This is an optimization exercise on Yosys and OpenROAD, whose aim is small area, not a production implementation. In this exercise RTL edits were held to simulation tests only and were not proved equivalent to the original. No activity file was given, so power comes from the tool's default toggle rates.

`design.v`:
```
`timescale 1ns/1ns
`timescale 1ns/1ns
module xe_host
    (
    input               a8_clk,
    output              a8_mpd_n,
    output              a8_extsel_n,
    input       [15:0]  a8_a_IN,
    input       [7:0]   a8_d_IN,
    input               a8_rst_n_IN,
    input               a8_rw_IN,
    output      [7:0]   xio_data_OUT,
    output      [7:0]   xio_data_OE,
    output              xio_host_clk,
    output              xio_host_rts,
    input               xio_host_cts,
    output              xio_box_cts,
    input               sysclk
    );
    wire rst = ~a8_rst_n_IN;
    reg [2:0] clkDetect;
    reg       clkValid;
    reg [6:0] ticks;
    wire clkEdge    = clkDetect[2] ^ clkDetect[1];
    wire clkFalling = clkDetect[2] & ~clkDetect[1];
    wire tickFb     = ticks[6] ^ ticks[5] ^ (ticks[5:0] == 6'd0);
    always @(posedge sysclk)
        if (rst) begin
            clkDetect <= 3'b0;
            clkValid  <= 1'b0;
            ticks     <= 7'b0;
        end else begin
            clkDetect <= {clkDetect[1:0], a8_clk};
            if (clkEdge)
                clkValid <= 1'b1;
            if (clkFalling & clkValid)
                ticks <= 7'b0;
            else
                ticks <= {ticks[5:0], tickFb};
        end
    wire aStrobe = (ticks == 7'b0001010);    
    wire wStrobe = (ticks == 7'b1101010);    
    wire [7:0]  tap   [0:7];     
    wire [7:0]  loS   [0:7];     
    wire [7:0]  hiS   [0:7];     
    wire cfgWrite = wStrobe & ~a8_rw_IN & (a8_a_IN[15:7] == {8'hD6, 1'b0});
    reg [3:0] ph;
    reg       clrFlag;
    wire      clearing = rst | clrFlag;
    wire [3:0] phNext = ph - 4'd1;
    always @(posedge sysclk)
        if (rst) begin
            ph      <= 4'd0;
            clrFlag <= 1'b1;
        end else begin
            ph      <= phNext;
            if (ph == 4'd2)
                clrFlag <= 1'b0;
        end
    wire [3:0] r4 = a8_a_IN[3:0];
    wire       regWrite = cfgWrite & ~r4[3] & ~(r4[2] & r4[1]);
    wire       pendHold = ~(rst | regWrite);
    wire       pendLd   = a8_rst_n_IN & regWrite;
    wire [7:0] pendData;
    wire       pendLH, pendSel;
    wire [3:0] pendItem;
    wire       pendDue;
    reg        pend;
    wire       wrLH   = r4[2];
    wire       wrSel  = r4[2] ? r4[0] : a8_a_IN[6];
    wire [3:0] wrItem = r4[2] ? {1'b0, a8_a_IN[6:4]} : {a8_a_IN[5:4], ~r4[1:0]};
    CfgByte pdat (.clk(sysclk), .ld(pendLd), .hold(pendHold), .d(a8_d_IN), .q(pendData));
    CfgBit  plh  (.clk(sysclk), .ld(pendLd), .hold(pendHold), .d(wrLH),  .q(pendLH));
    CfgBit  psl  (.clk(sysclk), .ld(pendLd), .hold(pendHold), .d(wrSel), .q(pendSel));
    genvar g, r, k;
    generate
        for (k = 0; k < 4; k = k + 1) begin : pp
            CfgBit b (.clk(sysclk), .ld(pendLd), .hold(pendHold), .d(wrItem[k]), .q(pendItem[k]));
        end
    endgenerate
    assign pendDue = pend & (phNext[2:0] == pendItem[2:0]) & (pendLH | (phNext[3] == pendItem[3]));
    always @(posedge sysclk)
        if (rst)
            pend <= 1'b0;
        else if (regWrite)
            pend <= 1'b1;
        else if (pendDue)
            pend <= 1'b0;
    wire [7:0] injData  = pendData & {8{~clearing}};
    wire [7:0] injDataN = ~pendData | {8{clearing}};
    generate
        for (g = 0; g < 2; g = g + 1) begin : rng
            wire injN, inj;
            wire [7:0] slot [0:15];
            assign injN = ~(clearing | (pendDue & ~pendLH & (pendSel == g)));
            Inv ii (.a(injN), .y(inj));
            RingByte s0 (.clk(sysclk), .ld(inj), .hold(injN), .d(injData), .prev(slot[15]), .q(slot[0]));
            for (k = 1; k < 16; k = k + 1) begin : sl
                DffByte s (.clk(sysclk), .d(slot[k-1]), .q(slot[k]));
            end
            for (k = 0; k < 4; k = k + 1) begin : tp
                assign tap[4*g + k] = slot[4*k];
            end
        end
    endgenerate
    wire loInjN = ~(clearing | (pendDue & pendLH & ~pendSel));
    wire hiInjN = ~(clearing | (pendDue & pendLH & pendSel));
    wire loInj, hiInj;
    Inv li (.a(loInjN), .y(loInj));
    Inv hj (.a(hiInjN), .y(hiInj));
    RingByte l0 (.clk(sysclk), .ld(loInj), .hold(loInjN), .d(injDataN), .prev(loS[7]), .q(loS[0]));
    RingByte h0 (.clk(sysclk), .ld(hiInj), .hold(hiInjN), .d(injData),  .prev(hiS[7]), .q(hiS[0]));
    generate
        for (k = 1; k < 8; k = k + 1) begin : lhs
            DffByte ls (.clk(sysclk), .d(loS[k-1]), .q(loS[k]));
            DffByte hs (.clk(sysclk), .d(hiS[k-1]), .q(hiS[k]));
        end
    endgenerate
    wire [7:0] page  = a8_a_IN[15:8];
    wire [7:0] pageN = ~page;
    wire [7:0] geLo, leHi;
    generate
        for (k = 0; k < 8; k = k + 1) begin : cmp
            LessEq8 cl (.an(loS[k]), .b(page),  .le(geLo[k]));    
            LessEq8 ch (.an(pageN),  .b(hiS[k]), .le(leHi[k]));   
        end
    endgenerate
    wire [7:0] hitS = geLo & leHi;       
    wire [2:0] p3 = ph[2:0];
    wire [7:0] noWrap;
    generate
        for (k = 0; k < 8; k = k + 1) begin : nw
            assign noWrap[k] = ({1'b0, p3} + k) <= 4'd7;
        end
    endgenerate
    wire [7:0] hitHi = hitS & noWrap;
    wire [7:0] hitLo = hitS & ~noWrap;
    reg  [2:0] jHi, jLo;
    integer m;
    always @* begin
        jHi = 3'd0;
        jLo = 3'd0;
        for (m = 0; m < 8; m = m + 1) begin
            if (hitHi[m])
                jHi = m;
            if (hitLo[m])
                jLo = m;
        end
    end
    wire [2:0] win = ((|hitHi) ? jHi : jLo) + p3;
    wire anyHit = aStrobe & (|hitS);
    reg [3:0] st;        
    reg       acc;       
    reg       rise;      
    reg [2:0] sel;       
    always @(posedge sysclk) begin
        if (anyHit)
            sel <= win;
        if (rst) begin
            acc  <= 1'b0;
            rise <= 1'b0;
        end else begin
            rise <= anyHit & ~acc;
            if (anyHit)
                acc <= 1'b1;
            else if (clkFalling)
                acc <= 1'b0;
        end
    end
    wire sdramRead = a8_rw_IN & acc;
    assign a8_mpd_n    = ~sdramRead;
    assign a8_extsel_n = ~sdramRead;
    assign xio_box_cts = 1'b0;
    wire [7:0] pick;                     
    wire [1:0] selTap = sel[1:0] - ph[3:2];
    generate
        for (g = 0; g < 8; g = g + 1) begin : pk
            assign pick[g] = (sel[2] == g[2]) & (selTap == g[1:0]);
        end
    endgenerate
    reg  [4:1] riseD;
    always @(posedge sysclk)
        riseD <= {riseD[3:1], rise};
    wire       snap = |riseD;
    wire [3:0] upLd, upHold;
    generate
        for (k = 0; k < 4; k = k + 1) begin : ul
            assign upLd[k]   = snap & (ph[1:0] == k);
            assign upHold[k] = ~(snap & (ph[1:0] == k));
        end
    endgenerate
    wire lowHold = ~(rise | upLd[0]);
    wire [31:0] xioData;
    wire        xioCarry;
    wire [8:0]  carry;
    wire [7:0]  lowSum;
    assign carry[0] = 1'b0;
    genvar b;
    generate
        for (b = 0; b < 8; b = b + 1) begin : xd
            wire ringB;
            SelAO8 sr (.d({tap[7][b], tap[6][b], tap[5][b], tap[4][b],
                           tap[3][b], tap[2][b], tap[1][b], tap[0][b]}),
                       .pick(pick), .y(ringB));
            FullAdd fa (.a(ringB), .b(xioData[b]), .ci(carry[b]), .s(lowSum[b]), .co(carry[b+1]));
            LowBit xl (.clk(sysclk), .ldA(rise), .a(a8_a_IN[b]), .ldS(upLd[0]), .s(lowSum[b]),
                       .hold(lowHold), .q(xioData[b]));
            CfgBit x1 (.clk(sysclk), .ld(upLd[1]), .hold(upHold[1]), .d(ringB), .q(xioData[8+b]));
            CfgBit x2 (.clk(sysclk), .ld(upLd[2]), .hold(upHold[2]), .d(ringB), .q(xioData[16+b]));
            CfgBit x3 (.clk(sysclk), .ld(upLd[3]), .hold(upHold[3]), .d(ringB), .q(xioData[24+b]));
        end
    endgenerate
    CfgBit xc (.clk(sysclk), .ld(upLd[0]), .hold(upHold[0]), .d(carry[8]), .q(xioCarry));
    wire [7:0] wData;
    reg        wEn;
    reg        wRts;
    reg        wClk;
    always @(posedge sysclk)
        if (rst) begin
            st    <= 4'd15;
            wEn   <= 1'b0;
            wRts  <= 1'b0;
            wClk  <= 1'b0;
        end else begin
            if (rise)
                st <= 4'd0;
            else if (st[3:1] == 3'b111 || (st == 4'd2 && !xio_host_cts))
                st <= st;
            else
                st <= st + 4'd1;
            if (st == 4'd1)
                wRts <= 1'b1;
            if (st == 4'd2 && xio_host_cts)
                wEn <= 1'b1;
            if (st == 4'd13) begin
                wRts <= 1'b0;
                wEn  <= 1'b0;
            end
            if (st >= 4'd3 && st <= 4'd12)
                wClk <= st[0];
        end
    wire ldCmd  = a8_rst_n_IN & (st == 4'd3);
    wire ldByte = a8_rst_n_IN & st[0] & (st[3] ^ st[2]);
    wire wHold  = ~(rst | (st == 4'd3) | (st[0] & (st[3] ^ st[2])));
    wire b1Full = &xioData[15:8];
    wire b2Full = &xioData[23:16];
    wire byteInc = xioCarry & ((st[2:1] == 2'b00) |
                               (st[2:1] == 2'b11 & b1Full) |
                               (st[2:1] == 2'b10 & b1Full & b2Full));
    wire [8:0] incC;
    assign incC[0] = byteInc;
    generate
        for (b = 0; b < 8; b = b + 1) begin : wd
            wire pickB, sum;
            Mux4 mx (.d0(xioData[8+b]), .d1(xioData[b]), .d2(xioData[24+b]), .d3(xioData[16+b]),
                     .s(st[2:1]), .y(pickB));
            HalfAdd ha (.a(pickB), .b(incC[b]), .s(sum), .co(incC[b+1]));
            if (b == 0) begin : b0
                CfgBit1 r (.clk(sysclk), .ld(ldByte), .hold(wHold), .set(ldCmd), .d(sum), .q(wData[b]));
            end else begin : bn
                CfgBit r (.clk(sysclk), .ld(ldByte), .hold(wHold), .d(sum), .q(wData[b]));
            end
        end
    endgenerate
    assign xio_data_OUT = wData;
    assign xio_data_OE  = {8{wEn}};
    assign xio_host_clk = wClk;
    assign xio_host_rts = wRts;
endmodule
module CfgByte
    (
    input               clk,
    input               ld,
    input               hold,
    input       [7:0]   d,
    output      [7:0]   q
    );
    genvar i;
    generate
        for (i = 0; i < 8; i = i + 1) begin : bit_
            CfgBit b (.clk(clk), .ld(ld), .hold(hold), .d(d[i]), .q(q[i]));
        end
    endgenerate
endmodule
module CfgBit
    (
    input               clk,
    input               ld,
    input               hold,
    input               d,
    output reg          q
    );
    always @(posedge clk)
        q <= (q & hold) | (d & ld);
endmodule
module XioBit
    (
    input               clk,
    input       [7:0]   d,
    input       [7:0]   pick,
    input               keep,
    output reg          q
    );
    wire n0, n1, n2;
    Aoi222 a0 (.a1(d[0]), .a2(pick[0]), .b1(d[1]), .b2(pick[1]), .c1(d[2]), .c2(pick[2]), .y(n0));
    Aoi222 a1 (.a1(d[3]), .a2(pick[3]), .b1(d[4]), .b2(pick[4]), .c1(d[5]), .c2(pick[5]), .y(n1));
    Aoi222 a2 (.a1(d[6]), .a2(pick[6]), .b1(d[7]), .b2(pick[7]), .c1(q),    .c2(keep),    .y(n2));
    wire nx;
    Nand3 o (.a(n0), .b(n1), .c(n2), .y(nx));
    always @(posedge clk)
        q <= nx;
endmodule
module SelAO8
    (
    input       [7:0]   d,
    input       [7:0]   pick,
    output              y
    );
    wire n0, n1, n2;
    Aoi222 a0 (.a1(d[0]), .a2(pick[0]), .b1(d[1]), .b2(pick[1]), .c1(d[2]), .c2(pick[2]), .y(n0));
    Aoi222 a1 (.a1(d[3]), .a2(pick[3]), .b1(d[4]), .b2(pick[4]), .c1(d[5]), .c2(pick[5]), .y(n1));
    Aoi22  a2 (.a1(d[6]), .a2(pick[6]), .b1(d[7]), .b2(pick[7]), .y(n2));
    Nand3 o (.a(n0), .b(n1), .c(n2), .y(y));
endmodule
module LessEq8
    (
    input       [7:0]   an,
    input       [7:0]   b,
    output              le
    );
    wire [8:1] c;
    Or2 c0 (.a(an[0]), .b(b[0]), .y(c[1]));
    genvar k;
    generate
        for (k = 1; k < 8; k = k + 1) begin : rip
            Maj3 m (.a(an[k]), .b(b[k]), .c(c[k]), .y(c[k+1]));
        end
    endgenerate
    assign le = c[8];
endmodule
module RingByte
    (
    input               clk,
    input               ld,
    input               hold,
    input       [7:0]   d,
    input       [7:0]   prev,
    output      [7:0]   q
    );
    genvar i;
    generate
        for (i = 0; i < 8; i = i + 1) begin : bit_
            RingBit b (.clk(clk), .ld(ld), .hold(hold), .d(d[i]), .prev(prev[i]), .q(q[i]));
        end
    endgenerate
endmodule
module RingBit
    (
    input               clk,
    input               ld,
    input               hold,
    input               d,
    input               prev,
    output reg          q
    );
    always @(posedge clk)
        q <= (prev & hold) | (d & ld);
endmodule
module LowBit
    (
    input               clk,
    input               ldA,
    input               a,
    input               ldS,
    input               s,
    input               hold,
    output reg          q
    );
    wire n;
    Aoi222 g (.a1(a), .a2(ldA), .b1(s), .b2(ldS), .c1(q), .c2(hold), .y(n));
    always @(posedge clk)
        q <= ~n;
endmodule
module DffByte
    (
    input               clk,
    input       [7:0]   d,
    output reg  [7:0]   q
    );
    always @(posedge clk)
        q <= d;
endmodule
module CfgBit1
    (
    input               clk,
    input               ld,
    input               hold,
    input               set,
    input               d,
    output reg          q
    );
    always @(posedge clk)
        q <= (q & hold) | (d & ld) | set;
endmodule
module Mux4 (input d0, input d1, input d2, input d3, input [1:0] s, output y);
    assign y = s[1] ? (s[0] ? d3 : d2) : (s[0] ? d1 : d0);
endmodule
module HalfAdd (input a, input b, output s, output co);
    assign {co, s} = {1'b0, a} + {1'b0, b};
endmodule
module FullAdd (input a, input b, input ci, output s, output co);
    assign {co, s} = {1'b0, a} + {1'b0, b} + {1'b0, ci};
endmodule
module Maj3 (input a, input b, input c, output y);
    assign y = (a & b) | (c & (a | b));
endmodule
module Aoi222 (input a1, input a2, input b1, input b2, input c1, input c2, output y);
    assign y = ~((a1 & a2) | (b1 & b2) | (c1 & c2));
endmodule
module Aoi22 (input a1, input a2, input b1, input b2, output y);
    assign y = ~((a1 & a2) | (b1 & b2));
endmodule
module Nand3 (input a, input b, input c, output y);
    assign y = ~(a & b & c);
endmodule
module Nand2 (input a, input b, output y);
    assign y = ~(a & b);
endmodule
module Or2 (input a, input b, output y);
    assign y = a | b;
endmodule
module Inv (input a, output y);
    assign y = ~a;
endmodule
```
`flow/run.sh`:
```
#!/bin/bash
# Standard ORFS layout (the standard.sh, unchanged synthesis), with three
# changes to later steps:
#  - port buffers use the smallest buffer cell instead of the default pick;
#  - clock tree synthesis runs without dummy loads and with set sink clusters;
#  - after floorplan, logic cells go to their smallest-area drive strength
#    (flow/downsize.tcl); later repair steps resize where needed.
# Each tool's output goes to the ORFS logs under orfs/logs; make's own output
# goes to standard.log.
set -euo pipefail
bash standard.sh \
  BUFFER_PORTS_ARGS="-buffer_cell sky130_fd_sc_hd__buf_1" \
  CTS_ARGS="-sink_clustering_enable -repair_clock_nets -dont_use_dummy_load -buf_list sky130_fd_sc_hd__clkbuf_4 -sink_clustering_size 12 -sink_clustering_max_diameter 25" \
  POST_FLOORPLAN_TCL="$(pwd)/flow/downsize.tcl" \
  finish > standard.log 2>&1
```
`flow/downsize.tcl`:
```
# Swap each logic cell to the smallest-area drive strength of the same
# function (e.g. maj3_2 -> maj3_1, mux4_1 -> mux4_2), since the clock period
# leaves several ns of slack. Later repair steps still upsize or buffer where
# slew, capacitance or timing need it. Flip-flops, clock cells, buffers and
# inverters are left alone.
set db [ord::get_db]
set variants [dict create]
foreach lib [$db getLibs] {
  foreach m [$lib getMasters] {
    if {[regexp {^(sky130_fd_sc_hd__\w+?)_(\d+)$} [$m getName] -> stem drive]} {
      dict lappend variants $stem $m
    }
  }
}
set nswap 0
foreach inst [[ord::get_db_block] getInsts] {
  set m [$inst getMaster]
  if {![regexp {^(sky130_fd_sc_hd__(\w+?))_(\d+)$} [$m getName] -> stem fn drive]} { continue }
  if {[regexp {^(df|edf|sdf|sedf|dl|clk|buf|inv|tap|fill|decap|conb|diode|lpflow|probe)} $fn]} { continue }
  set best $m
  foreach v [dict get $variants $stem] {
    if {[$v getWidth] < [$best getWidth]} { set best $v }
  }
  if {$best ne $m} {
    $inst swapMaster $best
    incr nswap
  }
}
puts "downsize: swapped $nswap instances to a smaller variant"
```
`standard.sh`:
```
#!/bin/bash
# synth_recipe.tcl (not shown) runs the flow's synth.tcl, then flattens the netlist and writes it again
# the make line also repeats each setting of config.mk as NAME=value (left out here)
make -C /OpenROAD-flow-scripts/flow DESIGN_CONFIG=/design/flow/config.mk WORK_HOME=/design/flow/orfs CLKGATE_MAP_FILE= SYNTH_SCRIPT=/design/flow/synth_recipe.tcl "${@:-finish}"
```
`config.mk`:
```
export PLATFORM = sky130hd
export DESIGN_NAME = xe_host
export DESIGN_NICKNAME = xe_host
export VERILOG_FILES = /design/flow/design.v
export SDC_FILE = /design/flow/constraint.sdc
export NUM_CORES = 4
export LEC_CHECK = 0
export CAP_MARGIN = 20
export CORE_MARGIN = 2
export CORE_UTILIZATION = 70
export SLEW_MARGIN = 20
export SYNTH_HIERARCHICAL = 1
export SYNTH_MINIMUM_KEEP_SIZE = 0
```
`constraint.sdc`:
```
create_clock -name core_clock -period 10.0 [get_ports {sysclk}]
set_input_delay 2.0000 -clock core_clock [delete_from_list [all_inputs] [get_ports {sysclk}]]
set_output_delay 2.0000 -clock core_clock [all_outputs]
set_load 0.01 [all_outputs]
```
==> impl_metrics.toml, run 1 <==
[logic_synthesis]
adder_and_majority_gate_portion_of_the_synthesized_area = 0.124
ys_warn_count = 12
yosys.cell_types.count = 60
synth-compound-area-share = 0.0973
synth_edf_count = 3
synth-async-reset-ratio = 0
synth-seq-area-share = 0.681
synth_xor_area_frac = 0.00979
post_synthesis_mean_instance_area_sq_um = 13.9
syn_inst = 1003
postSynth.topFlopCell = "dfxtp_1"
synth-seq-cells = 472
yosys-mux-area-fraction = 0.0159
post_synth_and_or_nand_nor_area_fraction = 0.0500
synth_area_sq_um = 13900
main_combinational_cell_family_by_area_after_synthesis = "adder cells"

[cts]
cts-htree-levels = 3
clk_pin_slew_ns = 0.09
clock-root-buffer = "clkbuf_4"
number_of_setup_buffers_added_after_cts = 0
post_cts_resize_count = 0
clock_path_buffers = 3
clk_sink_count = 472
cts_hold_repair.buffers = 0
cts_buffers = 86
clock_insertion_delay_worst_skew_ns = 0.68
cts_tree = "built"

[placement]
port-buffer-count = 48
globalplace.congestion = 0.879
place.detailed.hpwl_um = 18400

[die]
design.portCount = 50
start_util = 0.716
core_sq_um = 19500
floorplan.die.height_um = 145
full_die_area_sq_um = 21000
core_rows = 51
fp.dieW_um = 145

[global_routing]
grt_use_total = 0.263
grt_pass1_vias = 8234
grt_first_pass_wirelength_um = 43000
grt_max_degree = 19
antenna_violations_before_repair = 2
global_route.overflow_total = 0

[pwr]
p_int_mw = 2.39
power.static_leakage_nw = 6.02
pwr_density_cell_nw_per_um2 = 209
netSwitchingFraction = 0.233
netSwitchingPower_uw = 725
comb_power_share = 0.060
vdd.ir_drop.worst_uv = 184
clock_power_share = 0.312
power.share.sequential = 0.628

[route]
wl_met3_um = 1760
initialDrtViolationCount = 674
remaining_routing_drc_violations = 0
maxUsedRoutingLayer = "met4"
routed_wirelength_um = 27000
routed_wire_length_per_instance_um = 19.3
detail_route.wirelength.met1_um = 11700
antenna_violating_nets_post_route = 0
drtPass1Iterations = 8
route.vias.total = 7949
met2WireLength_um = 12900
drt-vias-per-instance = 5.68

[setup_path]
timing.critical_path.from_type = "primary input"
crit_type = "primary input to flip-flop"
cp_data_required_time_ns = 10.33
cpPeakStageDelay_ns = 0.38
worstPathArrival_ns = 7.13
crit_path_cell_chain = "buf_1 > inv_1 > or2_1 > maj3_1 > maj3_1 > maj3_1 > maj3_1 > maj3_1 > maj3_1 > maj3_1 > and2_1 > a32o_1 > nor4_1 > a31oi_1 > a22oi_1 > ha_1 > inv_1 > fa_1 > xor2_1 > xnor2_1"
worst_path_max_delay_cell = "maj3_1"
critPathMaxFanout = 10
critical-path-top-cell-by-count = "maj3_1"
critical_path.endpoint_type = "flip-flop"

[sta]
period_minus_slack_ns = 6.79
hold_viol = 0
fin_setup_tns_ns = 0
grt_setup_unrepaired = "false"
finalSetupViolCount = 0
maxSlewHeadroom = 0.273
timing.final.crit_share = 0.679
max_clock_freq_ghz = 0.147
timing.final.max_slew_violations = 0
worst-slew-pin-transition_ns = 1.09
finalClockSkew_ns = 0.0912

[final_layout]
layout_common_cells = "dfxtp_1, maj3_1, clkbuf_4, a22o_1, inv_1"
layout-drive-gt1-share = 0.0944
area_growth_syn_to_layout_pct = 6.65
n_fill_cell = 1286
final_core_util = 0.763
layout.cells.most_common = "dfxtp_1"
num-nets-final = 1196

[job]
timing.max_cap.violations = 0

[outcome]
run_status = "no timing/DRC/antenna violations"

[worst_hold_path]
worstHoldPathType = "flip-flop to flip-flop"
logic make-up after synthesis:
group,Yosys count
flip-flops,472
AO/OA/AOI/OAI,160
adder cells (fa/ha/maj),144
AND/OR/NAND/NOR,132
buffers and inverters,68
XOR/XNOR,14
multiplexers,12
other,1
cell usage after synthesis (all sizes together), types with 2 or more instances:
| cell | n | area share |
|---|---|---|
| a21oi | 13 | 0.0047 |
| a222oi | 24 | 0.017 |
| a22o | 78 | 0.049 |
| a22oi | 11 | 0.0092 |
| a31oi | 4 | 0.0018 |
| and2 | 13 | 0.0058 |
| and3 | 3 | 0.0013 |
| buf | 13 | 0.0071 |
| clkbuf | 4 | 0.0011 |
| dfxtp | 469 | 0.67 |
| edfxtp | 3 | 0.0065 |
| fa | 9 | 0.013 |
| ha | 23 | 0.021 |
| inv | 51 | 0.014 |
| maj3 | 112 | 0.091 |
| mux2i | 3 | 0.0022 |
| mux4 | 8 | 0.013 |
| nand2 | 31 | 0.0085 |
| nand2b | 4 | 0.0018 |
| nand3 | 12 | 0.0043 |
| nand4 | 9 | 0.0040 |
| nor2 | 26 | 0.0070 |
| nor2b | 3 | 0.0013 |
| nor3 | 8 | 0.0045 |
| nor4 | 2 | 0.0013 |
| o21ai | 11 | 0.0040 |
| o31ai | 2 | 0.0011 |
| o32ai | 2 | 0.0013 |
| or2 | 16 | 0.0072 |
| xnor2 | 8 | 0.0050 |
| xor2 | 5 | 0.0031 |
flip-flops by register name, indices dropped and copies added (netlist names), 8 cells and up:
register / cells
xd.x2.q: 8
xd.xl.q: 8
rng.s0.bit_.b.q: 16
pdat.bit_.b.q: 8
xd.x3.q: 8
xd.x1.q: 8
lhs.hs.q: 56
h0.bit_.b.q: 8
rng.sl.s.q: 240
lhs.ls.q: 56
l0.bit_.b.q: 8
power groups by stage:
stage / combinational (mW) / sequential [mW] / clock (mW)
3_5_place_dp: 0.184 / 2.00 / 0
3_3_place_gp: 0.179 / 2.00 / 0
5_1_grt: 0.206 / 1.96 / 1.09
4_1_cts: 0.185 / 1.95 / 1.00
2_1_floorplan: 0.147 / 1.98 / 0
6_report: 0.185 / 1.95 / 0.971
through the flow:
stage	worst slack (ns)	instances	power (mW)	cell area, sq um	hold WS [ns]
final	3.21	1400	3.11	14900	0.264
after global routing	2.91	1399	3.25	14800	0.259
after CTS	3.24	1398	3.14	14800	0.266
after detailed placement	2.59	1312	2.18	14200	0.312
after global placement	2.65	1312	2.17	14200	0.309
after floorplan	3.67	1004	2.13	13900	0.310
critical path, delay by kind of cell:
| family | cells | cell delay, ns |
|---|---|---|
| fa+ha+maj | 9 | 3.10 |
| compound gates | 3 | 0.54 |
| buf+inv | 3 | 0.46 |
| simple gates | 3 | 0.71 |
| xor+xnor | 2 | 0.32 |
layout make-up:
| cell class | count | area, sq um | share of cell area |
|---|---|---|---|
| multi-input combinational | 464 | 3930 | 0.265 |
| timing repair buffer | 60 | 270 | 0.0182 |
| inverter | 51 | 191 | 0.0129 |
| tap | 265 | 332 | 0.0223 |
| sequential | 472 | 9480 | 0.638 |
| antenna | 2 | 5.00 | 0.000337 |
| clock buffer | 86 | 646 | 0.0435 |
final timing paths:
| kind | startpoint | endpoint | slack [ns] | cells after the start |
|---|---|---|---|---|
| worst max-delay path | a8_a_IN[8] | sel[2] | 3.21 | 20 |
| worst min-delay path | rng[1].sl[14].s.q[1] | rng[1].sl[15].s.q[1] | 0.26 | 0 |
| worst max register to register | ph[2] | xd[7].xl.q | 3.53 | 17 |
| worst min register to register | rng[1].sl[14].s.q[1] | rng[1].sl[15].s.q[1] | 0.26 | 0 |
per-module statistics from Yosys, one instance, submodules excluded, excerpt:
module | cells inside | cell area, sq um | flops+latches
DffByte | 8 | 160 | 8
xe_host | 281 | 2220 | 33
CfgBit | 2 | 28.8 | 1
Nand3 | 1 | 5.00 | 0
LowBit | 2 | 23.8 | 1
CfgBit1 | 2 | 30.0 | 1
per-layer routing:
layer | vias to the layer above | track usage
met5 | - | 0
met1 | 3800 | 0.344
li1 | 3819 | -
met3 | 56 | 0.0657
met2 | 274 | 0.423
met4 | 0 | 0.106
==> run 2: changes to the inputs <==
--- a/flow/run.sh
+++ b/flow/run.sh
@@ -10,6 +10,6 @@
 set -euo pipefail
 bash standard.sh \
   BUFFER_PORTS_ARGS="-buffer_cell sky130_fd_sc_hd__buf_1" \
-  CTS_ARGS="-sink_clustering_enable -repair_clock_nets -dont_use_dummy_load -buf_list sky130_fd_sc_hd__clkbuf_4 -sink_clustering_size 12 -sink_clustering_max_diameter 25" \
+  CTS_ARGS="-sink_clustering_enable -repair_clock_nets -dont_use_dummy_load -buf_list sky130_fd_sc_hd__clkbuf_4 -sink_clustering_size 10 -sink_clustering_max_diameter 35" \
   POST_FLOORPLAN_TCL="$(pwd)/flow/downsize.tcl" \
   finish > standard.log 2>&1
==> run 2 against run 1 <==
Against the previous run: non-clock buffer count did not move; die area did not move; first-iteration DRC count fell by 10%; critical path type unchanged.
==> impl_metrics.toml, run 2 <==
[outcome]
run_status = "no timing/DRC/antenna violations"

[sta]
timing.final.crit_share = 0.674
max_clock_freq_ghz = 0.148
worst-slew-pin-transition_ns = 1.10
period_minus_slack_ns = 6.74
timing.final.max_slew_violations = 0
grt_setup_unrepaired = "false"
finalClockSkew_ns = 0.0757
final_worst_setup_slack_ns = 3.26
fin_setup_tns_ns = 0
maxSlewHeadroom = 0.266
hold_viol = 0
finalSetupViolCount = 0

[cts]
cts_buffers = 57
clock-root-buffer = "clkbuf_4"
cts_tree = "built"
clock_insertion_delay_worst_skew_ns = 0.70
clock_path_buffers = 3
cts_hold_repair.buffers = 0
cts-htree-levels = 2
post_cts_resize_count = 0
number_of_setup_buffers_added_after_cts = 0
clk_pin_slew_ns = 0.10
clk_sink_count = 472

[logic_synthesis]
post_synthesis_mean_instance_area_sq_um = 13.9
synth_edf_count = 3
syn_inst = 1003
synth-seq-cells = 472
yosys-top-cells-count = "dfxtp_1, maj3_2, a22o_1, inv_1, nand2_1"
yosys-mux-area-fraction = 0.0159
yosysTopAreaCell = "dfxtp_1"
yosysMostFrequentCell = "dfxtp_1"
yosys.cell_types.count = 60
synth-compound-area-share = 0.0973
main_combinational_cell_family_by_area_after_synthesis = "adder cells"
synth-async-reset-ratio = 0
postSynth.topFlopCell = "dfxtp_1"
post-synth-top-area-fraction = 0.674
synth_xor_area_frac = 0.00979
synthTopCellsByArea = "dfxtp_1, maj3_2, a22o_1"
post_synth_and_or_nand_nor_area_fraction = 0.0500
synth_area_sq_um = 13900
synth-seq-area-share = 0.681
ys_warn_count = 12
adder_and_majority_gate_portion_of_the_synthesized_area = 0.124

[route]
initialDrtViolationCount = 605
remaining_routing_drc_violations = 0
antenna_violating_nets_post_route = 0
drtPass1Iterations = 7
drt-vias-per-instance = 5.67
routed_wire_length_per_instance_um = 18.7
routed_wirelength_um = 25700
route.vias.total = 7772

[global_routing]
grt_pass1_vias = 7871
antenna_violations_before_repair = 2
grt_use_total = 0.249
grt_first_pass_wirelength_um = 41200
grt_max_degree = 19
global_route.overflow_total = 0

[die]
floorplan.die.height_um = 145
full_die_area_sq_um = 21000
design.portCount = 50
fp.dieW_um = 145
core_sq_um = 19500
core_rows = 51
start_util = 0.716

[placement]
post-place-cells = 1312
place_worst_setup_slack_ns = 2.59
port-buffer-count = 48
place.detailed.hpwl_um = 18400
globalplace.congestion = 0.879

[setup_path]
timing.critical_path.from_type = "primary input"
worst_path_max_delay_cell = "maj3_1"
cp_data_required_time_ns = 10.37
critPathMaxFanout = 10
critical_path.endpoint_type = "flip-flop"
crit_type = "primary input to flip-flop"
crit_path_cell_chain = "buf_1 > inv_1 > or2_1 > maj3_1 > maj3_1 > maj3_1 > maj3_1 > maj3_1 > maj3_1 > maj3_1 > and2_1 > a32o_1 > nor4_1 > a31oi_1 > a22oi_1 > ha_1 > inv_1 > fa_1 > xor2_1 > xnor2_1"
cpPeakStageDelay_ns = 0.38
worstPathArrival_ns = 7.12
cpLargestDelayFamily = "adder cells"
critical-path-top-cell-by-count = "maj3_1"
critical_path.n_buffers_inverters = 3

[final_layout]
finish.cell_count_without_fillers = 1371
area_growth_syn_to_layout_pct = 5.09
max_flop_register = "rng.sl.s.q"
layout_common_cells = "dfxtp_1, maj3_1, a22o_1, clkbuf_4, inv_1"
largestRegisters = "rng.sl.s.q (240), lhs.hs.q (56), lhs.ls.q (56)"
layout-drive-gt1-share = 0.0707
num-nets-final = 1167
largest_register_ffs = 240
layout.cells.most_common = "dfxtp_1"

[pwr]
p_int_mw = 2.25
netSwitchingFraction = 0.232
pwr_density_cell_nw_per_um2 = 200
power.static_leakage_nw = 5.89
vdd.ir_drop.worst_uv = 166
power.share.sequential = 0.666
power.total_mw = 2.93
netSwitchingPower_uw = 680
comb_power_share = 0.063
clock_power_share = 0.271

[worst_hold_path]
worstHoldPathType = "flip-flop to flip-flop"

[job]
timing.max_cap.violations = 0
-- run 2: per-stage QoR --
step,instance area (sq um),util,hold WS [ns]
floorplan,13900,-,0.310
global placement,14200,0.730,0.309
global route,14600,0.752,0.268
detailed placement,14200,0.730,0.312
CTS,14600,0.752,0.276
finish,14600,0.752,0.273
-- run 2: Yosys stat by module (local to each module, per instance), excerpt --
module / cell area, sq um / cells / times used / flops+latches
Aoi22: 12.5 / 1 / 8 / 0
CfgBit1: 30.0 / 2 / 1 / 1
DffByte: 160 / 8 / 44 / 8
Maj3: 11.3 / 1 / 112 / 0
HalfAdd: 12.5 / 1 / 8 / 0
Mux4: 22.5 / 1 / 8 / 0
RingBit: 28.8 / 2 / 32 / 1
Or2: 6.26 / 1 / 16 / 0
Nand3: 5.00 / 1 / 8 / 0
-- run 2: worst paths after layout --
| path | start | to | slack [ns] | cells after the start |
|---|---|---|---|---|
| min reg2reg | rng[0].sl[5].s.q[1] | rng[0].sl[6].s.q[1] | 0.27 | 0 |
| max reg2reg | ph[2] | xd[7].xl.q | 3.49 | 17 |
| max | a8_a_IN[8] | sel[2] | 3.26 | 20 |
| min | rng[0].sl[5].s.q[1] | rng[0].sl[6].s.q[1] | 0.27 | 0 |
-- run 2: power by group through the flow --
| stage | combinational [mW] | clock (mW) | sequential [mW] |
|---|---|---|---|
| 6_report | 0.185 | 0.796 | 1.95 |
| 5_1_grt | 0.206 | 0.894 | 1.96 |
| 4_1_cts | 0.185 | 0.820 | 1.95 |
| 3_5_place_dp | 0.184 | 0 | 2.00 |
| 3_3_place_gp | 0.179 | 0 | 2.00 |
| 2_1_floorplan | 0.147 | 0 | 1.98 |
-- run 2: area by class of cell --
class / count / area, sq um
Multi-Input combinational cell: 464 / 3930
Antenna cell: 2 / 5.00
Inverter: 51 / 191
Clock buffer: 57 / 428
Timing Repair Buffer: 60 / 270
Fill cell: 1325 / 4830
Sequential cell: 472 / 9480
Tap cell: 265 / 332
-- run 2: cell families after synthesis --
| family | after synthesis |
|---|---|
| flops | 472 |
| compound gates | 160 |
| fa+ha+maj | 144 |
| simple gates | 132 |
| buf+inv | 68 |
| xor+xnor | 14 |
| mux | 12 |
| other cells | 1 |
-- run 2: metal layers --
metal  part of all wire  up-vias  GRT usage
met5                  0        -          0
met4              0.021        0     0.0906
met3              0.052       43     0.0497
met2               0.47      214      0.399
met1               0.46     3757      0.341
li1                   -     3758          -
==> run 3: changes to the inputs <==
--- a/design.v
+++ b/design.v
@@ -190,6 +190,13 @@
         end
     endgenerate
     wire lowHold = ~(rise | upLd[0]);
+    wire shiftB = st[0] & (st[3] ^ st[2]);
+    wire [3:1] shHold;
+    generate
+        for (k = 1; k < 4; k = k + 1) begin : shh
+            assign shHold[k] = ~(upLd[k] | shiftB);
+        end
+    endgenerate
     wire [31:0] xioData;
     wire        xioCarry;
     wire [8:0]  carry;
@@ -205,9 +212,12 @@
             FullAdd fa (.a(ringB), .b(xioData[b]), .ci(carry[b]), .s(lowSum[b]), .co(carry[b+1]));
             LowBit xl (.clk(sysclk), .ldA(rise), .a(a8_a_IN[b]), .ldS(upLd[0]), .s(lowSum[b]),
                        .hold(lowHold), .q(xioData[b]));
-            CfgBit x1 (.clk(sysclk), .ld(upLd[1]), .hold(upHold[1]), .d(ringB), .q(xioData[8+b]));
-            CfgBit x2 (.clk(sysclk), .ld(upLd[2]), .hold(upHold[2]), .d(ringB), .q(xioData[16+b]));
-            CfgBit x3 (.clk(sysclk), .ld(upLd[3]), .hold(upHold[3]), .d(ringB), .q(xioData[24+b]));
+            ShiftBit x1 (.clk(sysclk), .ld(upLd[1]), .d(ringB), .sh(shiftB), .s(xioData[b]),
+                         .hold(shHold[1]), .q(xioData[8+b]));
+            ShiftBit x2 (.clk(sysclk), .ld(upLd[2]), .d(ringB), .sh(shiftB), .s(xioData[8+b]),
+                         .hold(shHold[2]), .q(xioData[16+b]));
+            ShiftBit x3 (.clk(sysclk), .ld(upLd[3]), .d(ringB), .sh(shiftB), .s(xioData[16+b]),
+                         .hold(shHold[3]), .q(xioData[24+b]));
         end
     endgenerate
     CfgBit xc (.clk(sysclk), .ld(upLd[0]), .hold(upHold[0]), .d(carry[8]), .q(xioCarry));
@@ -242,19 +252,17 @@
     wire ldCmd  = a8_rst_n_IN & (st == 4'd3);
     wire ldByte = a8_rst_n_IN & st[0] & (st[3] ^ st[2]);
     wire wHold  = ~(rst | (st == 4'd3) | (st[0] & (st[3] ^ st[2])));
-    wire b1Full = &xioData[15:8];
-    wire b2Full = &xioData[23:16];
+    wire full2 = &xioData[23:16];
+    wire full1 = &xioData[15:8];
     wire byteInc = xioCarry & ((st[2:1] == 2'b00) |
-                               (st[2:1] == 2'b11 & b1Full) |
-                               (st[2:1] == 2'b10 & b1Full & b2Full));
+                               (st[2:1] == 2'b11 & full2) |
+                               (st[2:1] == 2'b10 & full2 & full1));
     wire [8:0] incC;
     assign incC[0] = byteInc;
     generate
         for (b = 0; b < 8; b = b + 1) begin : wd
-            wire pickB, sum;
-            Mux4 mx (.d0(xioData[8+b]), .d1(xioData[b]), .d2(xioData[24+b]), .d3(xioData[16+b]),
-                     .s(st[2:1]), .y(pickB));
-            HalfAdd ha (.a(pickB), .b(incC[b]), .s(sum), .co(incC[b+1]));
+            wire sum;
+            HalfAdd ha (.a(xioData[24+b]), .b(incC[b]), .s(sum), .co(incC[b+1]));
             if (b == 0) begin : b0
                 CfgBit1 r (.clk(sysclk), .ld(ldByte), .hold(wHold), .set(ldCmd), .d(sum), .q(wData[b]));
             end else begin : bn
@@ -293,23 +301,6 @@
     always @(posedge clk)
         q <= (q & hold) | (d & ld);
 endmodule
-module XioBit
-    (
-    input               clk,
-    input       [7:0]   d,
-    input       [7:0]   pick,
-    input               keep,
-    output reg          q
-    );
-    wire n0, n1, n2;
-    Aoi222 a0 (.a1(d[0]), .a2(pick[0]), .b1(d[1]), .b2(pick[1]), .c1(d[2]), .c2(pick[2]), .y(n0));
-    Aoi222 a1 (.a1(d[3]), .a2(pick[3]), .b1(d[4]), .b2(pick[4]), .c1(d[5]), .c2(pick[5]), .y(n1));
-    Aoi222 a2 (.a1(d[6]), .a2(pick[6]), .b1(d[7]), .b2(pick[7]), .c1(q),    .c2(keep),    .y(n2));
-    wire nx;
-    Nand3 o (.a(n0), .b(n1), .c(n2), .y(nx));
-    always @(posedge clk)
-        q <= nx;
-endmodule
 module SelAO8
     (
     input       [7:0]   d,
@@ -381,6 +372,21 @@
     always @(posedge clk)
         q <= ~n;
 endmodule
+module ShiftBit
+    (
+    input               clk,
+    input               ld,
+    input               d,
+    input               sh,
+    input               s,
+    input               hold,
+    output reg          q
+    );
+    wire n;
+    Aoi222 g (.a1(d), .a2(ld), .b1(s), .b2(sh), .c1(q), .c2(hold), .y(n));
+    always @(posedge clk)
+        q <= ~n;
+endmodule
 module DffByte
     (
     input               clk,
@@ -402,9 +408,6 @@
     always @(posedge clk)
         q <= (q & hold) | (d & ld) | set;
 endmodule
-module Mux4 (input d0, input d1, input d2, input d3, input [1:0] s, output y);
-    assign y = s[1] ? (s[0] ? d3 : d2) : (s[0] ? d1 : d0);
-endmodule
 module HalfAdd (input a, input b, output s, output co);
     assign {co, s} = {1'b0, a} + {1'b0, b};
 endmodule
@@ -423,9 +426,6 @@
 module Nand3 (input a, input b, input c, output y);
     assign y = ~(a & b & c);
 endmodule
-module Nand2 (input a, input b, output y);
-    assign y = ~(a & b);
-endmodule
 module Or2 (input a, input b, output y);
     assign y = a | b;
 endmodule
==> run 3 against run 2 <==
Against the previous run: still clean on timing, DRC and antenna; fmax down 4.2%; area after synthesis down 0.48%; global-route usage up 0.93 points; sequential power hardly changed; critical path type unchanged.
==> impl_metrics.toml, run 3 <==
[sta]
final_worst_setup_slack_ns = 2.96
grt_setup_unrepaired = "false"
max_clock_freq_ghz = 0.142
finalClockSkew_ns = 0.0817
maxSlewHeadroom = 0.367
timing.final.crit_share = 0.704
finalSetupViolCount = 0
timing.final.max_slew_violations = 0
worst-slew-pin-transition_ns = 0.949
period_minus_slack_ns = 7.04
fin_setup_tns_ns = 0
hold_viol = 0

[pwr]
power.static_leakage_nw = 5.97
netSwitchingPower_uw = 677
vdd.ir_drop.worst_uv = 163
power.share.sequential = 0.664
pwr_density_cell_nw_per_um2 = 201
comb_power_share = 0.065
p_int_mw = 2.24
netSwitchingFraction = 0.232
clock_power_share = 0.271

[cts]
clock-root-buffer = "clkbuf_4"
cts_hold_repair.buffers = 0
cts_tree = "built"
clock_path_buffers = 3
clk_sink_count = 472
post_cts_resize_count = 0
clock_insertion_delay_worst_skew_ns = 0.69
number_of_setup_buffers_added_after_cts = 0
cts-htree-levels = 2
cts_buffers = 57
clk_pin_slew_ns = 0.10

[logic_synthesis]
yosys.cell_types.count = 57
synth_edf_count = 3
yosysMostFrequentCell = "dfxtp_1"
synth-seq-area-share = 0.684
synth-seq-cells = 472
postSynth.topFlopCell = "dfxtp_1"
synthTopCellsByArea = "dfxtp_1, maj3_2, a222oi_1"
yosys-top-cells-count = "dfxtp_1, maj3_2, inv_1, a22o_1, a222oi_1"
post_synthesis_mean_instance_area_sq_um = 13.7
yosysTopAreaCell = "dfxtp_1"
synth_area_sq_um = 13900
syn_inst = 1015
post-synth-top-area-fraction = 0.677
synth-async-reset-ratio = 0
ys_warn_count = 13

[die]
start_util = 0.712
floorplan.die.height_um = 145
full_die_area_sq_um = 20900
fp.dieW_um = 145
design.portCount = 50
core_rows = 51
core_sq_um = 19500

[global_routing]
grt_first_pass_wirelength_um = 40700
global_route.overflow_total = 0
grt_use_total = 0.259
grt_max_degree = 29
grt_pass1_vias = 7787
antenna_violations_before_repair = 1

[setup_path]
timing.critical_path.from_type = "primary input"
cp_data_required_time_ns = 10.33
regToRegSetupSlack_ns = 3.71
critPathMaxFanout = 10
ff2ff_path_depth = 17
cpPeakStageDelay_ns = 0.43
crit_type = "primary input to flip-flop"
regToRegEndpoint = "xd[7].xl.q"
critical_path.endpoint_type = "flip-flop"
worst_path_max_delay_cell = "maj3_1"
critical-path-top-cell-by-count = "maj3_1"
r2r-start = "ph[2]"
crit_path_cell_chain = "buf_1 > inv_1 > or2_1 > maj3_1 > maj3_1 > maj3_1 > maj3_1 > maj3_1 > maj3_1 > maj3_1 > and3b_1 > a31o_1 > nor4_1 > a32oi_1 > ha_1 > fa_1 > xnor2_1 > xnor2_1"
worstPathArrival_ns = 7.37
critical_path.n_buffers_inverters = 2
critical_path.startpoint = "a8_a_IN[8]"
cpLargestDelayFamily = "adder cells"

[route]
route.vias.total = 7866
routed_wirelength_um = 26100
drtPass1Iterations = 9
remaining_routing_drc_violations = 0
initialDrtViolationCount = 683
drt-vias-per-instance = 5.69
routed_wire_length_per_instance_um = 18.9
antenna_violating_nets_post_route = 0

[final_layout]
num-nets-final = 1177
layout-drive-gt1-share = 0.0645
max_flop_register = "rng.sl.s.q"
largest_register_ffs = 240
final_core_util = 0.747
n_fill_cell = 1295
area_growth_syn_to_layout_pct = 4.97
layout.cells.most_common = "dfxtp_1"
layout_common_cells = "dfxtp_1, maj3_1, inv_1, clkbuf_4, a22o_1"
largestRegisters = "rng.sl.s.q (240), lhs.hs.q (56), lhs.ls.q (56)"
layout.cell_area.non_filler_sq_um = 14500

[outcome]
run_status = "no timing/DRC/antenna violations"

[job]
timing.max_cap.violations = 0

[placement]
place_worst_setup_slack_ns = 2.39
port-buffer-count = 48
postPlaceCellArea_sq_um = 14100
place.detailed.hpwl_um = 18300
globalplace.congestion = 0.860

[worst_hold_path]
hold_end = "rng[0].sl[7].s.q[2]"
hold-path-cell-count = 0
worstHoldPathType = "flip-flop to flip-flop"
worst_min_path_start = "rng[0].sl[6].s.q[2]"
## run 3: worst max path at each step
stage                         to  depth (start not counted)
after floorplan           sel[2]                         17
after detailed placement  sel[2]                         18
after global placement    sel[2]                         18
after CTS                 sel[2]                         18
final                     sel[2]                         18
after global routing      sel[2]                         18
## run 3: power groups by stage
stage | clock network, mW | registers, mW | logic [mW]
after floorplan | 0 | 1.97 | 0.146
after global placement | 0 | 1.98 | 0.185
after detailed placement | 0 | 1.98 | 0.189
after CTS | 0.819 | 1.94 | 0.190
after global routing | 0.889 | 1.94 | 0.212
final | 0.790 | 1.94 | 0.191
## run 3: per-layer routing
metal,vias to the layer above,routed length [um],GRT usage
met5,-,0,0
met4,0,536,0.0818
met3,50,1400,0.0438
met2,207,12500,0.429
met1,3799,11700,0.351
li1,3810,-,-
## run 3: cell families (layout without fill, tap and decap cells)
family	count (synthesis)	after routing	synth area share
flip-flops	472	472	0.684
XOR/XNOR	14	14	0.00984
buffers and inverters	89	189	0.0284
multiplexers	4	4	0.00298
AND/OR/NAND/NOR	132	132	0.0500
other	1	3	0.000271
AO/OA/AOI/OAI	161	161	0.102
adder cells (fa/ha/maj)	142	142	0.123
## run 3: per-module statistics from Yosys, one instance, submodules excluded, excerpt
module | flip-flops and latches | copies in the design
Aoi22 | 0 | 8
Aoi222 | 0 | 48
CfgBit | 1 | 22
CfgBit1 | 1 | 1
FullAdd | 0 | 8
HalfAdd | 0 | 8
LowBit | 1 | 8
Nand3 | 0 | 8
RingBit | 1 | 32
ShiftBit | 1 | 24
xe_host | 33 | 1
## run 3: cell type report
cell class,instances,area (sq um),share of cell area
flip-flops and latches,472,9480,0.652
well taps,265,332,0.0228
clock buffers,57,428,0.0294
multi-input cells,455,3760,0.259
repair buffers,62,283,0.0194
inverters,70,263,0.0181
diodes,1,2.50,0.000172
## run 3: per-stage QoR
step / hold WS [ns] / std cells / power (mW)
2_1_floorplan: 0.310 / 1016 / 2.11
5_1_grt: 0.272 / 1382 / 3.04
3_3_place_gp: 0.310 / 1323 / 2.16
4_1_cts: 0.274 / 1380 / 2.95
6_report: 0.268 / 1382 / 2.92
3_5_place_dp: 0.312 / 1323 / 2.17
==> run 4: changes to the inputs <==
--- a/flow/run.sh
+++ b/flow/run.sh
@@ -10,6 +10,6 @@
 set -euo pipefail
 bash standard.sh \
   BUFFER_PORTS_ARGS="-buffer_cell sky130_fd_sc_hd__buf_1" \
-  CTS_ARGS="-sink_clustering_enable -repair_clock_nets -dont_use_dummy_load -buf_list sky130_fd_sc_hd__clkbuf_4 -sink_clustering_size 10 -sink_clustering_max_diameter 35" \
+  CTS_ARGS="-sink_clustering_enable -repair_clock_nets -dont_use_dummy_load -buf_list sky130_fd_sc_hd__clkbuf_4 -sink_clustering_size 11 -sink_clustering_max_diameter 35" \
   POST_FLOORPLAN_TCL="$(pwd)/flow/downsize.tcl" \
   finish > standard.log 2>&1
--- a/config.mk
+++ b/config.mk
@@ -7,7 +7,7 @@
 export LEC_CHECK = 0
 export CAP_MARGIN = 20
 export CORE_MARGIN = 2
-export CORE_UTILIZATION = 70
+export CORE_UTILIZATION = 76
 export SLEW_MARGIN = 20
 export SYNTH_HIERARCHICAL = 1
 export SYNTH_MINIMUM_KEEP_SIZE = 0
==> run 4 against run 3 <==
Against the previous run: highest routed layer unchanged; global-route usage increased by 2.4 points; final cell count fell by 3.0%; non-clock buffer count is 1 lower; still clean.
==> impl_metrics.toml, run 4 <==
[outcome]
run_status = "no timing/DRC/antenna violations"

[die]
fp.dieW_um = 139
start_util = 0.774
core_sq_um = 17900
core_rows = 49
floorplan.die.height_um = 139
design.portCount = 50
full_die_area_sq_um = 19300

[logic_synthesis]
main_combinational_cell_family_by_area_after_synthesis = "adder cells"
ys_warn_count = 13
synthTopCellsByArea = "dfxtp_1, maj3_2, a222oi_1"
synth_xor_area_frac = 0.00984
synth-seq-area-share = 0.684
yosysMostFrequentCell = "dfxtp_1"
yosys-mux-area-fraction = 0.00298
synth-compound-area-share = 0.102
post_synth_and_or_nand_nor_area_fraction = 0.0500
yosys-top-cells-count = "dfxtp_1, maj3_2, inv_1, a22o_1, a222oi_1"
adder_and_majority_gate_portion_of_the_synthesized_area = 0.123
synth_area_sq_um = 13900
syn_inst = 1015
post_synthesis_mean_instance_area_sq_um = 13.7
synth_edf_count = 3
yosys.cell_types.count = 57
yosysTopAreaCell = "dfxtp_1"
synth-async-reset-ratio = 0
postSynth.topFlopCell = "dfxtp_1"
post-synth-top-area-fraction = 0.677
synth-seq-cells = 472

[route]
drtPass1Iterations = 12
remaining_routing_drc_violations = 0
antenna_violating_nets_post_route = 0
drt-vias-per-instance = 5.91
route.vias.total = 7918
initialDrtViolationCount = 835
routed_wire_length_per_instance_um = 20.4
routed_wirelength_um = 27400

[placement]
globalplace.congestion = 0.843
port-buffer-count = 48
place.detailed.hpwl_um = 19200

[pwr]
netSwitchingFraction = 0.234
power.share.sequential = 0.668
pwr_density_cell_nw_per_um2 = 200
comb_power_share = 0.067
clock_power_share = 0.265
p_int_mw = 2.22
vdd.ir_drop.worst_uv = 190
netSwitchingPower_uw = 679
power.static_leakage_nw = 5.94

[setup_path]
critPathMaxFanout = 10
critical_path.endpoint_type = "flip-flop"
cpPeakStageDelay_ns = 0.43
crit_path_cell_chain = "buf_1 > inv_1 > or2_1 > maj3_1 > maj3_1 > maj3_1 > maj3_1 > maj3_1 > maj3_1 > maj3_1 > and3b_1 > a31o_1 > nor4_1 > a32oi_1 > ha_1 > fa_1 > xnor2_1 > xnor2_1"
timing.critical_path.from_type = "primary input"
critical-path-top-cell-by-count = "maj3_1"
crit_type = "primary input to flip-flop"
worstPathArrival_ns = 7.29
critical_path.n_buffers_inverters = 2
worst_path_max_delay_cell = "maj3_1"
cp_data_required_time_ns = 10.39
cpLargestDelayFamily = "adder cells"

[sta]
period_minus_slack_ns = 6.90
max_clock_freq_ghz = 0.145
worst-slew-pin-transition_ns = 0.999
finalClockSkew_ns = 0.0636
fin_setup_tns_ns = 0
timing.final.crit_share = 0.690
maxSlewHeadroom = 0.334
finalSetupViolCount = 0
fin_worst_hold_slack_ns = 0.311
grt_setup_unrepaired = "false"
timing.final.max_slew_violations = 0
hold_viol = 0

[cts]
cts_hold_repair.buffers = 0
cts_tree = "built"
number_of_setup_buffers_added_after_cts = 0
clock-root-buffer = "clkbuf_4"
post_cts_resize_count = 0
clock_path_buffers = 3
cts-htree-levels = 2
clk_sink_count = 472
cts_buffers = 52
clock_insertion_delay_worst_skew_ns = 0.69
clk_pin_slew_ns = 0.10

[worst_hold_path]
worstHoldPathType = "flip-flop to flip-flop"

[final_layout]
max_flop_register = "rng.sl.s.q"
layout_common_cells = "dfxtp_1, maj3_1, inv_1, a22o_1, clkbuf_4"
area_growth_syn_to_layout_pct = 4.37
num-nets-final = 1171
layout.cells.most_common = "dfxtp_1"
largest_register_ffs = 240
layout-drive-gt1-share = 0.0604
largestRegisters = "rng.sl.s.q (240), lhs.hs.q (56), lhs.ls.q (56)"

[global_routing]
antenna_violations_before_repair = 1
grt_first_pass_wirelength_um = 42600
grt_pass1_vias = 8150
grt_use_total = 0.283
global_route.overflow_total = 0
grt_max_degree = 29

[job]
timing.max_cap.violations = 0
[run 4: kinds of logic after synthesis]
family	count (synthesis)
mux	4
flops	472
other cells	1
compound gates	161
buf+inv	89
fa+ha+maj	142
xor+xnor	14
simple gates	132
[run 4: per-module statistics from Yosys (local to each module, per instance), excerpt]
| module | copies in the design | flops+latches |
|---|---|---|
| Aoi22 | 8 | 0 |
| CfgBit | 22 | 1 |
| DffByte | 44 | 8 |
| FullAdd | 8 | 0 |
| Nand3 | 8 | 0 |
| RingBit | 32 | 1 |
[run 4: through the flow]
stage / total power, mW / cell area, sq um / utilization / instances / worst slack [ns]
floorplan: 2.11 / 13900 / - / 1016 / 3.68
global placement: 2.16 / 14100 / 0.786 / 1287 / 2.58
detailed placement: 2.17 / 14100 / 0.786 / 1287 / 2.45
CTS: 2.91 / 14500 / 0.808 / 1339 / 3.14
global route: 3.00 / 14500 / 0.808 / 1340 / 2.88
finish: 2.90 / 14500 / 0.808 / 1340 / 3.10
[run 4: routing by layer]
layer	share of wire	GRT usage	vias up
li1	-	-	3805
met1	0.43	0.367	3796
met2	0.49	0.481	261
met3	0.054	0.0466	56
met4	0.029	0.111	0
met5	0	0	-
[run 4: layout make-up]
| cell class | count | area [sq um] |
|---|---|---|
| inverters | 70 | 263 |
| diodes | 1 | 2.50 |
| repair buffers | 61 | 278 |
| multi-input cells | 455 | 3770 |
| clock buffers | 52 | 390 |
| well taps | 229 | 287 |
| fillers | 1064 | 3440 |
| flip-flops and latches | 472 | 9480 |
[run 4: power by group through the flow]
stage	clock network (mW)	logic, mW	registers (mW)
2_1_floorplan	0	0.146	1.97
3_3_place_gp	0	0.184	1.98
3_5_place_dp	0	0.190	1.98
4_1_cts	0.785	0.191	1.94
5_1_grt	0.847	0.211	1.94
6_report	0.767	0.194	1.94
[run 4: worst paths after layout]
| path | startpoint | endpoint | slack, ns | depth (start not counted) |
|---|---|---|---|---|
| worst max-delay path | a8_a_IN[8] | sel[2] | 3.10 | 18 |
| worst max register to register | ph[2] | xd[7].xl.q | 3.64 | 17 |
| worst min register to register | rng[1].sl[11].s.q[2] | rng[1].sl[12].s.q[2] | 0.31 | 0 |
| worst min-delay path | rng[1].sl[11].s.q[2] | rng[1].sl[12].s.q[2] | 0.31 | 0 |
[run 4: worst register-to-register path: stages, from the launching register on]
cell	delay [ns]
dfxtp_1	0.73
ha_1	0.27
xnor2_1	0.18
xor2_1	0.34
nor2_1	0.10
buf_4	0.20
a222oi_1	0.32
nand3_1	0.36
fa_1	0.53
fa_1	0.38
fa_1	0.39
fa_1	0.39
fa_1	0.39
fa_1	0.41
fa_1	0.41
fa_1	0.48
a222oi_1	0.27
inv_1	0.09
==> run 5: changes to the inputs <==
--- a/design.v
+++ b/design.v
@@ -109,7 +109,7 @@
     Inv li (.a(loInjN), .y(loInj));
     Inv hj (.a(hiInjN), .y(hiInj));
     RingByte l0 (.clk(sysclk), .ld(loInj), .hold(loInjN), .d(injDataN), .prev(loS[7]), .q(loS[0]));
-    RingByte h0 (.clk(sysclk), .ld(hiInj), .hold(hiInjN), .d(injData),  .prev(hiS[7]), .q(hiS[0]));
+    RingByte h0 (.clk(sysclk), .ld(hiInj), .hold(hiInjN), .d(injDataN), .prev(hiS[7]), .q(hiS[0]));
     generate
         for (k = 1; k < 8; k = k + 1) begin : lhs
             DffByte ls (.clk(sysclk), .d(loS[k-1]), .q(loS[k]));
@@ -117,15 +117,14 @@
         end
     endgenerate
     wire [7:0] page  = a8_a_IN[15:8];
-    wire [7:0] pageN = ~page;
-    wire [7:0] geLo, leHi;
+    wire [7:0] geLo, gtHi;
     generate
         for (k = 0; k < 8; k = k + 1) begin : cmp
             LessEq8 cl (.an(loS[k]), .b(page),  .le(geLo[k]));    
-            LessEq8 ch (.an(pageN),  .b(hiS[k]), .le(leHi[k]));   
+            Greater8 ch (.a(page), .bn(hiS[k]), .gt(gtHi[k]));    
         end
     endgenerate
-    wire [7:0] hitS = geLo & leHi;       
+    wire [7:0] hitS = geLo & ~gtHi;      
     wire [2:0] p3 = ph[2:0];
     wire [7:0] noWrap;
     generate
@@ -178,10 +177,10 @@
             assign pick[g] = (sel[2] == g[2]) & (selTap == g[1:0]);
         end
     endgenerate
-    reg  [4:1] riseD;
+    reg  [1:0] afterWrts;
     always @(posedge sysclk)
-        riseD <= {riseD[3:1], rise};
-    wire       snap = |riseD;
+        afterWrts <= {afterWrts[0], st == 4'd1};
+    wire       snap = (st[3:1] == 3'b000) | (|afterWrts);
     wire [3:0] upLd, upHold;
     generate
         for (k = 0; k < 4; k = k + 1) begin : ul
@@ -411,6 +410,22 @@
 module HalfAdd (input a, input b, output s, output co);
     assign {co, s} = {1'b0, a} + {1'b0, b};
 endmodule
+module Greater8
+    (
+    input       [7:0]   a,
+    input       [7:0]   bn,
+    output              gt
+    );
+    wire [8:1] c;
+    And2 c0 (.a(a[0]), .b(bn[0]), .y(c[1]));
+    genvar k;
+    generate
+        for (k = 1; k < 8; k = k + 1) begin : rip
+            Maj3 m (.a(a[k]), .b(bn[k]), .c(c[k]), .y(c[k+1]));
+        end
+    endgenerate
+    assign gt = c[8];
+endmodule
 module FullAdd (input a, input b, input ci, output s, output co);
     assign {co, s} = {1'b0, a} + {1'b0, b} + {1'b0, ci};
 endmodule
@@ -426,6 +441,9 @@
 module Nand3 (input a, input b, input c, output y);
     assign y = ~(a & b & c);
 endmodule
+module And2 (input a, input b, output y);
+    assign y = a & b;
+endmodule
 module Or2 (input a, input b, output y);
     assign y = a | b;
 endmodule
--- a/flow/run.sh
+++ b/flow/run.sh
@@ -10,6 +10,6 @@
 set -euo pipefail
 bash standard.sh \
   BUFFER_PORTS_ARGS="-buffer_cell sky130_fd_sc_hd__buf_1" \
-  CTS_ARGS="-sink_clustering_enable -repair_clock_nets -dont_use_dummy_load -buf_list sky130_fd_sc_hd__clkbuf_4 -sink_clustering_size 11 -sink_clustering_max_diameter 35" \
+  CTS_ARGS="-sink_clustering_enable -repair_clock_nets -dont_use_dummy_load -buf_list sky130_fd_sc_hd__clkbuf_4 -sink_clustering_size 10 -sink_clustering_max_diameter 35" \
   POST_FLOORPLAN_TCL="$(pwd)/flow/downsize.tcl" \
   finish > standard.log 2>&1
==> run 5 against run 4 <==
Against the previous run: flip-flop and latch count fell by 2; count of clock-buffer cells in the layout rose by 6; synthesized cell count decreased by 0.59%.
==> impl_metrics.toml, run 5 <==
[logic_synthesis]
synth-seq-cells = 470
yosys-top-cells-count = "dfxtp_1, maj3_2, inv_1, a22o_1, a222oi_1"
synthTopCellsByArea = "dfxtp_1, maj3_2, a222oi_1"
yosys.cell_types.count = 59
synth-async-reset-ratio = 0
ys_warn_count = 13
synth_area_sq_um = 13800
postSynth.topFlopCell = "dfxtp_1"
yosysMostFrequentCell = "dfxtp_1"
synth_edf_count = 3
syn_inst = 1009
post_synthesis_mean_instance_area_sq_um = 13.7
synth-seq-area-share = 0.683
yosysTopAreaCell = "dfxtp_1"
post-synth-top-area-fraction = 0.677

[pwr]
power.total_mw = 3.05
netSwitchingFraction = 0.246
pwr_density_cell_nw_per_um2 = 210
netSwitchingPower_uw = 749
power.static_leakage_nw = 5.87
p_int_mw = 2.30
clock_power_share = 0.266
comb_power_share = 0.085
vdd.ir_drop.worst_uv = 158
power.share.sequential = 0.650

[setup_path]
worstSetupEndpoint = "xd[7].xl.q"
ff2ff_path_depth = 16
cp_data_required_time_ns = 10.56
worst_path_max_delay_cell = "fa_1"
worstPathArrival_ns = 7.08
crit_path_cell_chain = "ha_1 > xnor2_1 > xor2_1 > nor2_1 > a222oi_1 > nand3_1 > fa_1 > fa_1 > fa_1 > fa_1 > fa_1 > fa_1 > fa_1 > fa_1 > a222oi_1 > inv_1"
crit_type = "flip-flop to flip-flop"
critical_path.endpoint_type = "flip-flop"
regToRegSetupSlack_ns = 3.47
critical_path.startpoint = "ph[2]"
cpLargestDelayFamily = "adder cells"
cp_num_cells = 16
timing.critical_path.from_type = "flip-flop"
regToRegEndpoint = "xd[7].xl.q"
critical-path-top-cell-by-count = "fa_1"
critical_path.n_buffers_inverters = 1
critPathMaxFanout = 17
r2r-start = "ph[2]"
cpPeakStageDelay_ns = 0.53

[cts]
post_cts_resize_count = 0
cts-htree-levels = 2
clk_pin_slew_ns = 0.10
cts_buffers = 58
clock-root-buffer = "clkbuf_4"
clock_insertion_delay_worst_skew_ns = 0.72
clk_sink_count = 470
clock_path_buffers = 3
number_of_setup_buffers_added_after_cts = 0
cts_hold_repair.buffers = 0
cts_tree = "built"

[global_routing]
antenna_violations_before_repair = 1
global_route.overflow_total = 0
grt_pass1_vias = 8225
grt_use_total = 0.290
grt_first_pass_wirelength_um = 43300
grt_max_degree = 29

[route]
maxUsedRoutingLayer = "met4"
route.vias.total = 7997
drtPass1Iterations = 9
met2WireLength_um = 13400
drt-vias-per-instance = 5.98
routed_wirelength_um = 27700
detail_route.wirelength.met1_um = 11800
antenna_violating_nets_post_route = 0
initialDrtViolationCount = 902
routed_wire_length_per_instance_um = 20.7
wl_met3_um = 1660
remaining_routing_drc_violations = 0

[die]
start_util = 0.772
design.portCount = 50
core_sq_um = 17900
floorplan.die.height_um = 139
fp.dieW_um = 139
full_die_area_sq_um = 19300
core_rows = 49

[outcome]
run_status = "no timing/DRC/antenna violations"

[sta]
max_clock_freq_ghz = 0.153
period_minus_slack_ns = 6.53
fin_setup_tns_ns = 0
grt_setup_unrepaired = "false"
worst-slew-pin-transition_ns = 1.13
finalSetupViolCount = 0
hold_viol = 0
timing.final.max_slew_violations = 0
finalClockSkew_ns = 0.0912
maxSlewHeadroom = 0.244
timing.final.crit_share = 0.653

[final_layout]
layout-drive-gt1-share = 0.0650
num-nets-final = 1168
layout.cells.most_common = "dfxtp_1"
n_fill_cell = 1051
area_growth_syn_to_layout_pct = 4.74
max_flop_register = "rng.sl.s.q"
layout_common_cells = "dfxtp_1, maj3_1, inv_1, clkbuf_4, a22o_1"
largestRegisters = "rng.sl.s.q (240), lhs.hs.q (56), lhs.ls.q (56)"
largest_register_ffs = 240

[worst_hold_path]
worstHoldPathType = "flip-flop to flip-flop"

[placement]
globalplace.congestion = 0.907
place.detailed.hpwl_um = 18900
port-buffer-count = 48

[job]
timing.max_cap.violations = 0
==> run 5: cell count changes after synthesis, moves of 4 or more <==
cell	change
a21oi_1	-5
and2_1	+8
inv_1	-11
nand2_1	-5
nand2b_1	+6
nand4_1	-4
nor2b_1	+5
or2_1	-8
==> run 5: worst min-delay path by stage <==
stage	cells after the start	startpoint	to
detailed placement	0	rng[0].sl[5].s.q[7]	rng[0].sl[6].s.q[7]
global placement	0	rng[1].sl[2].s.q[3]	rng[1].sl[3].s.q[3]
global route	0	rng[1].s0.bit_[0].b.q	rng[1].sl[1].s.q[0]
finish	0	rng[0].sl[8].s.q[6]	rng[0].sl[9].s.q[6]
CTS	0	rng[0].sl[8].s.q[6]	rng[0].sl[9].s.q[6]
floorplan	0	rng[0].sl[9].s.q[0]	rng[0].sl[10].s.q[0]
==> run 5: power by group through the flow <==
stage	logic, mW	clock network (mW)	registers (mW)
6_report	0.258	0.809	1.98
4_1_cts	0.254	0.822	1.98
3_3_place_gp	0.241	0	2.02
2_1_floorplan	0.196	0	2.00
5_1_grt	0.281	0.889	1.99
3_5_place_dp	0.251	0	2.02
==> run 5: Yosys stat by module, one instance, submodules excluded, a selection <==
module / cell area [sq um] / copies in the design / cells inside / flip-flops and latches
Or2: 6.26 / 8 / 1 / 0
Inv: 3.75 / 4 / 1 / 0
Nand3: 5.00 / 8 / 1 / 0
ShiftBit: 23.8 / 24 / 2 / 1
CfgBit: 28.8 / 22 / 2 / 1
Maj3: 11.3 / 112 / 1 / 0
FullAdd: 20.0 / 8 / 1 / 0
And2: 6.26 / 8 / 1 / 0
DffByte: 160 / 44 / 8 / 8
CfgBit1: 30.0 / 1 / 2 / 1
RingBit: 28.8 / 32 / 2 / 1
HalfAdd: 12.5 / 8 / 1 / 0
Aoi22: 12.5 / 8 / 1 / 0
==> run 5: layout make-up <==
class	instances	area, sq um	share of cell area
timing repair buffer	57	248	0.0171
tap	229	287	0.0198
sequential	470	9440	0.652
clock buffer	58	435	0.0301
inverter	61	229	0.0158
antenna	1	2.50	0.000173
multi-input combinational	461	3830	0.265
==> run 5: cell families after synthesis <==
kind of cell / Yosys count / share of synthesized area
compound gates: 160 / 0.101
xor+xnor: 13 / 0.00978
fa+ha+maj: 142 / 0.123
buf+inv: 79 / 0.0249
flops: 470 / 0.683
mux: 5 / 0.00371
other cells: 1 / 0.000271
simple gates: 139 / 0.0538
==> run 5: routing by layer <==
layer	vias up	global-route usage
li1	3785	-
met1	3877	0.376
met2	273	0.487
met3	62	0.0590
met4	0	0.107
met5	-	0
==> run 5: through the flow <==
step / hold slack, ns / cells / setup WS, ns / area, sq um / util
after global placement: 0.310 / 1278 / 2.93 / 14000 / 0.784
after CTS: 0.296 / 1336 / 3.51 / 14500 / 0.808
after floorplan: 0.310 / 1010 / 3.86 / 13800 / -
after global routing: 0.296 / 1337 / 3.18 / 14500 / 0.808
after detailed placement: 0.312 / 1278 / 2.86 / 14000 / 0.784
final: 0.304 / 1337 / 3.47 / 14500 / 0.808
==> run 5: worst reg2reg max path, stage by stage (launching register included) <==
cell	delay, ns
dfxtp_1	0.52
ha_1	0.32
xnor2_1	0.45
xor2_1	0.34
nor2_1	0.32
a222oi_1	0.44
nand3_1	0.36
fa_1	0.54
fa_1	0.40
fa_1	0.39
fa_1	0.39
fa_1	0.40
fa_1	0.40
fa_1	0.41
fa_1	0.44
a222oi_1	0.24
inv_1	0.06

-- static timing again, ports no longer ideal --
Ports are ideal in the flow. The routed layouts listed here were re-timed in OpenROAD. Step 1 (the two cells are an assumption about what drives the block):
set clk [get_ports {sysclk}]
set_driving_cell -lib_cell sky130_fd_sc_hd__clkbuf_16 $clk
set_driving_cell -lib_cell sky130_fd_sc_hd__buf_2 [delete_from_list [all_inputs] $clk]
Step 2 times the ports against the registers' clock, not the clock port: input delays grow and output delays shrink by t, the midpoint of the rising clock arrivals with the driver on. a / b / c = no drivers / after step 1 / after step 2; a / b = the first two.
run	t, ns	setup slack, ns	hold WS [ns]	worst setup path at the end	worst slew at a driven data input, ns
run 1	0.675	3.205 / 3.218 / 2.543	0.264 / 0.264 / 0.264	input to register	0.04
run 2	0.709	3.256 / 3.276 / 2.567	0.273 / 0.273 / 0.273	input to register	0.04
run 3	0.682	2.963 / 2.977 / 2.295	0.268 / 0.268 / 0.268	input to register	0.04
run 4	0.700	3.099 / 3.115 / 2.416	0.311 / 0.311 / 0.311	input to register	0.05
run 5	0.716	3.472 / 3.472 / 2.779	0.304 / 0.304 / 0.304	input to register	0.06
After both steps every run listed still meets setup and hold. The setup slack of run 5, which loses most, moves by 0.000 ns with the drivers and by -0.693 ns with both steps.
